This design comes from an exercise in tuning for small area, a short achievable clock period and few clock cycles on the open sky130 flow, not from production work. At most, simulation tests tie the RTL to the original design; equivalence was not proved. Power and IR drop assume default switching activity.

==> flow/design.v (excerpt) <==
module booth_multiplier(clk, reset_n, multiplier, multiplicand, op_start, op_clear, op_done, result);
	input clk, reset_n, op_start, op_clear;
	input [63:0] multiplier, multiplicand;
	output op_done;
	output [127:0] result;
	reg run, done;
	reg [3:0] cnt;
	reg [3:0] one, two, neg;  
	reg [65:0] S, C;         
	reg [7:0] L0, L1;       
	reg lc;                    
	reg [63:0] rlo;            
	assign op_done = done;
	assign result = {S[63:0], rlo};
	wire last = (cnt == 4'd8);
	wire step = run & ~last;
	always @(posedge clk or negedge reset_n) begin
		if (!reset_n) begin
			run <= 1'b0;
			done <= 1'b0;
		end else if (op_clear) begin
			run <= 1'b0;
			done <= 1'b0;
		end else if (!run) begin
			run <= op_start;
		end else if (last) begin
			done <= 1'b1;
		end
	end
	wire [3:0] m = run ? cnt + 4'd1 : 4'd0;
	wire [64:0] bx = {{0{multiplier[63]}}, multiplier, 1'b0};
	reg [8:0] chunk;
	integer i;
	always @(*) begin
		chunk = 9'd0;
		for (i = 0; i < 8; i = i + 1)
			if (m == i) chunk = bx[8*i +: 9];
	end
	reg [3:0] one_n, two_n, neg_n;
	always @(*) begin
		for (i = 0; i < 4; i = i + 1) begin
			one_n[i] = chunk[2*i+1] ^ chunk[2*i];
			two_n[i] = (chunk[2*i+2] & ~chunk[2*i+1] & ~chunk[2*i]) | (~chunk[2*i+2] & chunk[2*i+1] & chunk[2*i]);
			neg_n[i] = chunk[2*i+2];
		end
	end
	wire [64:0] ae = {multiplicand[63], multiplicand};
	wire [65:0] ae1 = {multiplicand[63], multiplicand, 1'b0};
	wire [65:0] pp0;
	assign pp0[64:0] = (({65{one[0]}} & ae) | ({65{two[0]}} & ae1[64:0])) ^ {65{neg[0]}};
	assign pp0[65] = ~pp0[64];
	wire [65:0] pp1;
	assign pp1[64:0] = (({65{one[1]}} & ae) | ({65{two[1]}} & ae1[64:0])) ^ {65{neg[1]}};
	assign pp1[65] = ~pp1[64];
	wire [65:0] pp2;
	assign pp2[64:0] = (({65{one[2]}} & ae) | ({65{two[2]}} & ae1[64:0])) ^ {65{neg[2]}};
	assign pp2[65] = ~pp2[64];
	wire [65:0] pp3;
  ...
Settings: LEC_CHECK=0, ABC_CLOCK_PERIOD_IN_PS=2500, CAP_MARGIN=20, CORE_MARGIN=2, CORE_UTILIZATION=50, PLACE_DENSITY=0.65, SETUP_SLACK_MARGIN=2.6, SLEW_MARGIN=20, SYNTH_HIERARCHICAL=1; clock period 5.5 ns.
standard.sh (not shown) runs the stock make flow with config.mk's settings and CLKGATE_MAP_FILE= SYNTH_SCRIPT=/design/flow/synth_recipe.tcl, a recipe that flattens the netlist after the stock synthesis.
==> flow/flow/run.sh <==
#!/bin/bash
# The standard synthesis and layout, with the port buffers the standard flow's flow adds made from
# sky130_fd_sc_hd__buf_1 instead of the cell buffer_ports picks by itself.
set -euo pipefail
bash standard.sh synth > synth.log 2>&1
export BUFFER_PORTS_ARGS="-buffer_cell sky130_fd_sc_hd__buf_1"
bash standard.sh > layout.log 2>&1
Testbench counts at the start, summed over its fixed seeds: cycles 4,224.
Then changed:
==> flow/run.sh (new file) <==
#!/bin/bash
# synth_recipe.tcl (not shown) runs the flow's synth.tcl, then flattens the netlist and writes it again
# the make line also repeats each setting of config.mk as NAME=value (left out here)
make -C /OpenROAD-flow-scripts/flow DESIGN_CONFIG=/design/flow/config.mk WORK_HOME=/design/flow/orfs CLKGATE_MAP_FILE= SYNTH_SCRIPT=/design/flow/synth_recipe.tcl finish
SETUP_SLACK_MARGIN = 2.5   (was 2.6)
removed: flow/flow/run.sh
removed: flow/standard.sh
After rerunning:
- The changed run finished with timing, DRC and antenna clean
- power goes up by 2.1%
- worst hold slack is better by 120 ps
- via count fell by 0.61%
- cell area rises by 5.7%
- non-clock buffer count decreases by 14
Then changed:
==> flow/flow/run.sh (new file) <==
#!/bin/bash
# The standard synthesis and layout, with the port buffers the standard flow's flow adds made from
# sky130_fd_sc_hd__buf_1 instead of the cell buffer_ports picks by itself.
set -euo pipefail
bash standard.sh synth > synth.log 2>&1
export BUFFER_PORTS_ARGS="-buffer_cell sky130_fd_sc_hd__buf_1"
bash standard.sh > layout.log 2>&1
==> flow/standard.sh (new file) <==
#!/bin/bash
# synth_recipe.tcl (not shown) runs the flow's synth.tcl, then flattens the netlist and writes it again
# the make line also repeats each setting of config.mk as NAME=value (left out here)
make -C /OpenROAD-flow-scripts/flow DESIGN_CONFIG=/design/flow/config.mk WORK_HOME=/design/flow/orfs CLKGATE_MAP_FILE= SYNTH_SCRIPT=/design/flow/synth_recipe.tcl "${@:-finish}"
ABC_AREA = 1   (was default)
ABC_CLOCK_PERIOD_IN_PS = default   (was 2500)
SETUP_SLACK_MARGIN = 2.7   (was 2.5)
removed: flow/run.sh
=> Core utilization stays flat; register-to-register slack improved by 120 ps; sequential share of layout area rises by 0.49 points; routed wire length is higher by about 2%; setup slack improves by 120 ps; synthesized cell count rose by about 3.4%; via count rose by 4.4%; power goes up by about 2.2%; global-route usage went up by 0.39 points; sequential cell count stays the same.
Then changed:
ABC_AREA = default   (was 1)
ABC_CLOCK_PERIOD_IN_PS = 2500   (was default)
GPL_TIMING_DRIVEN = 0   (was default)
SETUP_SLACK_MARGIN = 2.5   (was 2.7)
After rerunning: The changed run finished with timing, DRC and antenna clean; worst setup slack got worse by 130 ps; non-clock buffer count climbs by 131; sequential power drops by a few percent; first-iteration DRC count drops by a little under a tenth.
Then changed:
ABC_AREA = 1   (was default)
ABC_CLOCK_PERIOD_IN_PS = default   (was 2500)
GPL_TIMING_DRIVEN = default   (was 0)
=> Non-clock buffer count went down by 174. Sequential power went up by about 3%. Flip-flop and latch count does not change. Clock skew went down by 5.6 ps. Register-to-register slack gets better by 50 ps. Design area went down by 5.5%.
Then changed:
--- a/flow/flow/run.sh
+++ b/flow/flow/run.sh
@@ -3 +3,2 @@
-# sky130_fd_sc_hd__buf_1 instead of the cell buffer_ports picks by itself.
+# sky130_fd_sc_hd__buf_1 instead of the cell buffer_ports picks by itself, and ORFS's
+# power recovery (downsizing gates off the critical paths) after global routing.
@@ -6,0 +8 @@
+export RECOVER_POWER=50
ABC_AREA = default   (was 1)
ABC_CLOCK_PERIOD_IN_PS = 2500   (was default)
Outcome: The changed run completed, yet does not pass: max-capacitance violations, max-slew violations; critical path depth is lower by 1; first-iteration DRC count drops by 8.5%; sequential power stays flat; count of clock-buffer cells in the layout rises by 1; cell area increases by 1.8%; synthesized area climbs by 3.1%.

========
Another version of the RTL of booth_multiplier (not shown whole).
Size: ~260 I/O pins, ~0.024 mm² of cells after synthesis.
clock: 5.5 ns
lec_check: 0
abc_clock_period_in_ps: 2500
cap_margin: 20
core_margin: 2
core_utilization: 50
place_density: 0.65
setup_slack_margin: 3.0
slew_margin: 20
synth_hierarchical: 1
==> flow/flow/run.sh <==
#!/bin/bash
# The standard synthesis and layout, with the port buffers the standard flow's flow adds made from
# sky130_fd_sc_hd__buf_1 instead of the cell buffer_ports picks by itself.
set -euo pipefail
bash standard.sh synth > synth.log 2>&1
export BUFFER_PORTS_ARGS="-buffer_cell sky130_fd_sc_hd__buf_1"
bash standard.sh > layout.log 2>&1
Edit:
==> flow/run.sh (new file) <==
#!/bin/bash
# synth_recipe.tcl (not shown) runs the flow's synth.tcl, then flattens the netlist and writes it again
# the make line also repeats each setting of config.mk as NAME=value (left out here)
make -C /OpenROAD-flow-scripts/flow DESIGN_CONFIG=/design/flow/config.mk WORK_HOME=/design/flow/orfs CLKGATE_MAP_FILE= SYNTH_SCRIPT=/design/flow/synth_recipe.tcl finish
Settings changed: SETUP_SLACK_MARGIN 3.0 to not set.
removed: flow/flow/run.sh
removed: flow/standard.sh
Effect: The changed run went through all stages and came out clean. Utilization is lower by 5.4 points. Sequential cell count does not change. Setup slack is worse by 0.81 ns. Wire length shrinks by about 14%. Fmax decreases by 22%. Total power decreases by 7.6%. Die area is unchanged. Final area fell by about 9%. Clock-buffer cell count went down by 4.
Edit:
Settings changed: SETUP_SLACK_MARGIN set to 2.5.
Result: The new run finished clean; total power is higher by about 1.7%; routed wire length is higher by about 8%; clock skew hardly moves; via count is higher by about 4%; non-clock buffer count is higher by 40; cell count is higher by 1.3%; cell area is higher by about 2.5%; fmax is higher by 24%.
Edit:
Settings changed: SETUP_SLACK_MARGIN 2.5 to 3.0.
Effect:
- The changed run produced a clean layout
- wire length went up by 5.7%
- final cell count increases by 2.0%
- total power is higher by 6.5%
- global-route usage grows by 1.1 points
- sequential share of layout area came out lower by 1.7 points
- final area went up by 9.6%
- combinational power is higher by about 10%
- clock power hardly moves
- register-to-register slack is better by 0.14 ns
- first-iteration DRC count is lower by 9.9%
- worst setup slack gets better by 0.14 ns
Edit:
Settings changed: SETUP_SLACK_MARGIN 3.0 to 2.2.
- worst setup slack is worse by 0.37 ns
- sequential share of layout area came out higher by 2.1 points
- fmax falls by 12%
- final cell count went down by about 3%
- hold slack is better by 0.011 ns
- final area falls by about 10%
- register-to-register slack got worse by 0.37 ns
- count of clock-buffer cells in the layout drops by 6
- core utilization goes down by 6.9 points
- clock power rises by about 3%
- combinational power shrinks by about 10%
Function was not checked in any run of this note: the RTL went through the layout flow alone.

========
booth_multiplier with an RTL version that a note above also has.
For scale: roughly 2300 cells after synthesis, about 230 flip-flops, about 260 I/O pins.
==> flow/config.mk <==
export PLATFORM = sky130hd
export DESIGN_NAME = booth_multiplier
export DESIGN_NICKNAME = booth_multiplier
export VERILOG_FILES = /design/flow/design.v
export SDC_FILE = /design/flow/constraint.sdc
export NUM_CORES = 4
export LEC_CHECK = 0
export ABC_CLOCK_PERIOD_IN_PS = 2500
export CAP_MARGIN = 20
export CORE_MARGIN = 2
export CORE_UTILIZATION = 50
export PLACE_DENSITY = 0.65
export SETUP_SLACK_MARGIN = 2.5
export SLEW_MARGIN = 20
export SYNTH_HIERARCHICAL = 1
==> flow/constraint.sdc <==
create_clock -name core_clock -period 5.5 [get_ports {clk}]
set_input_delay 1.1000 -clock core_clock [delete_from_list [all_inputs] [get_ports {clk}]]
set_output_delay 1.1000 -clock core_clock [all_outputs]
set_load 0.01 [all_outputs]
==> flow/flow/run.sh <==
#!/bin/bash
# The standard synthesis and layout, with the port buffers the standard flow's flow adds made from
# sky130_fd_sc_hd__buf_2 instead of the cell buffer_ports picks by itself.
set -euo pipefail
bash standard.sh synth > synth.log 2>&1
export BUFFER_PORTS_ARGS="-buffer_cell sky130_fd_sc_hd__buf_2"
bash standard.sh > layout.log 2>&1
Testbench counts at the start, summed over its fixed seeds: cycles 4,224.
Change:
==> flow/flow/run.sh (replaced) <==
#!/bin/bash
# The standard synthesis and layout, with the port buffers the standard flow's flow adds made from
# sky130_fd_sc_hd__buf_1 instead of the cell buffer_ports picks by itself.
set -euo pipefail
bash standard.sh synth > synth.log 2>&1
export BUFFER_PORTS_ARGS="-buffer_cell sky130_fd_sc_hd__buf_1"
bash standard.sh > layout.log 2>&1
SETUP_SLACK_MARGIN = 2.4   (was 2.5)
Cell area is lower by 2.7%.
Wire length rose by about 0.33%.
Combinational power drops by about 6%.
Final cell count decreases by 0.70%.
Core utilization drops by 1.5 points.
Sequential share of layout area rose by 0.59 points.
Global-route usage is lower by 1.2 points.
Critical path depth climbs by 1.
Die area stays the same.

[what the ideal ports hide]
How much do the figures lean on ideal ports? The routed layouts below were timed once more, with nothing changed but the port constraints. Step 1 sets driving cells, clkbuf_16 on the clock port and buf_2 on the other inputs (assumed; they add their load-dependent delay and slew). Step 2, shift: input delay + t, output delay - t, t = (earliest + latest rising clock arrival at the registers) / 2. This alone moves slack from input paths to output paths. Slacks: ideal / step 1 / step 2; pairs: ideal / step 1.
run	t, ns	setup WS [ns]	clock arrival spread, ns	worst register clock-pin slew, ns	pins driven straight from the clock port
the first run of note 1	0.628	2.590 / 2.577 / 1.949	0.028 / 0.028	0.06 / 0.06	1
the second run of note 1	0.641	2.511 / 2.511 / 1.877	0.043 / 0.043	0.07 / 0.07	1
the third run of note 1	0.633	2.630 / 2.632 / 2.011	0.014 / 0.013	0.07 / 0.07	1
the fourth run of note 1	0.618	2.499 / 2.499 / 1.917	0.021 / 0.020	0.06 / 0.06	1
the fifth run of note 1	0.623	2.520 / 2.539 / 1.916	0.014 / 0.014	0.07 / 0.07	1
the sixth run of note 1	0.622	1.798 / 1.798 / 1.798	0.014 / 0.014	0.07 / 0.07	1
the first run of note 2	0.615	2.666 / 2.666 / 2.666	0.017 / 0.017	0.06 / 0.06	1
the second run of note 2	0.612	1.853 / 1.853 / 1.853	0.014 / 0.014	0.06 / 0.06	1
the third run of note 2	0.614	2.562 / 2.562 / 2.562	0.017 / 0.018	0.06 / 0.06	1
the fourth run of note 2	0.614	2.700 / 2.700 / 2.517	0.018 / 0.018	0.07 / 0.07	1
the fifth run of note 2	0.614	2.330 / 2.330 / 2.330	0.018 / 0.018	0.06 / 0.06	1
the first run of note 3	0.610	2.542 / 2.514 / 1.904	0.027 / 0.026	0.07 / 0.07	1
the second run of note 3	0.607	2.428 / 2.381 / 1.774	0.011 / 0.012	0.06 / 0.06	1
For the second run of note 3, which loses most, drivers alone change the setup slack by -0.047 ns; drivers and shift together by -0.654 ns.
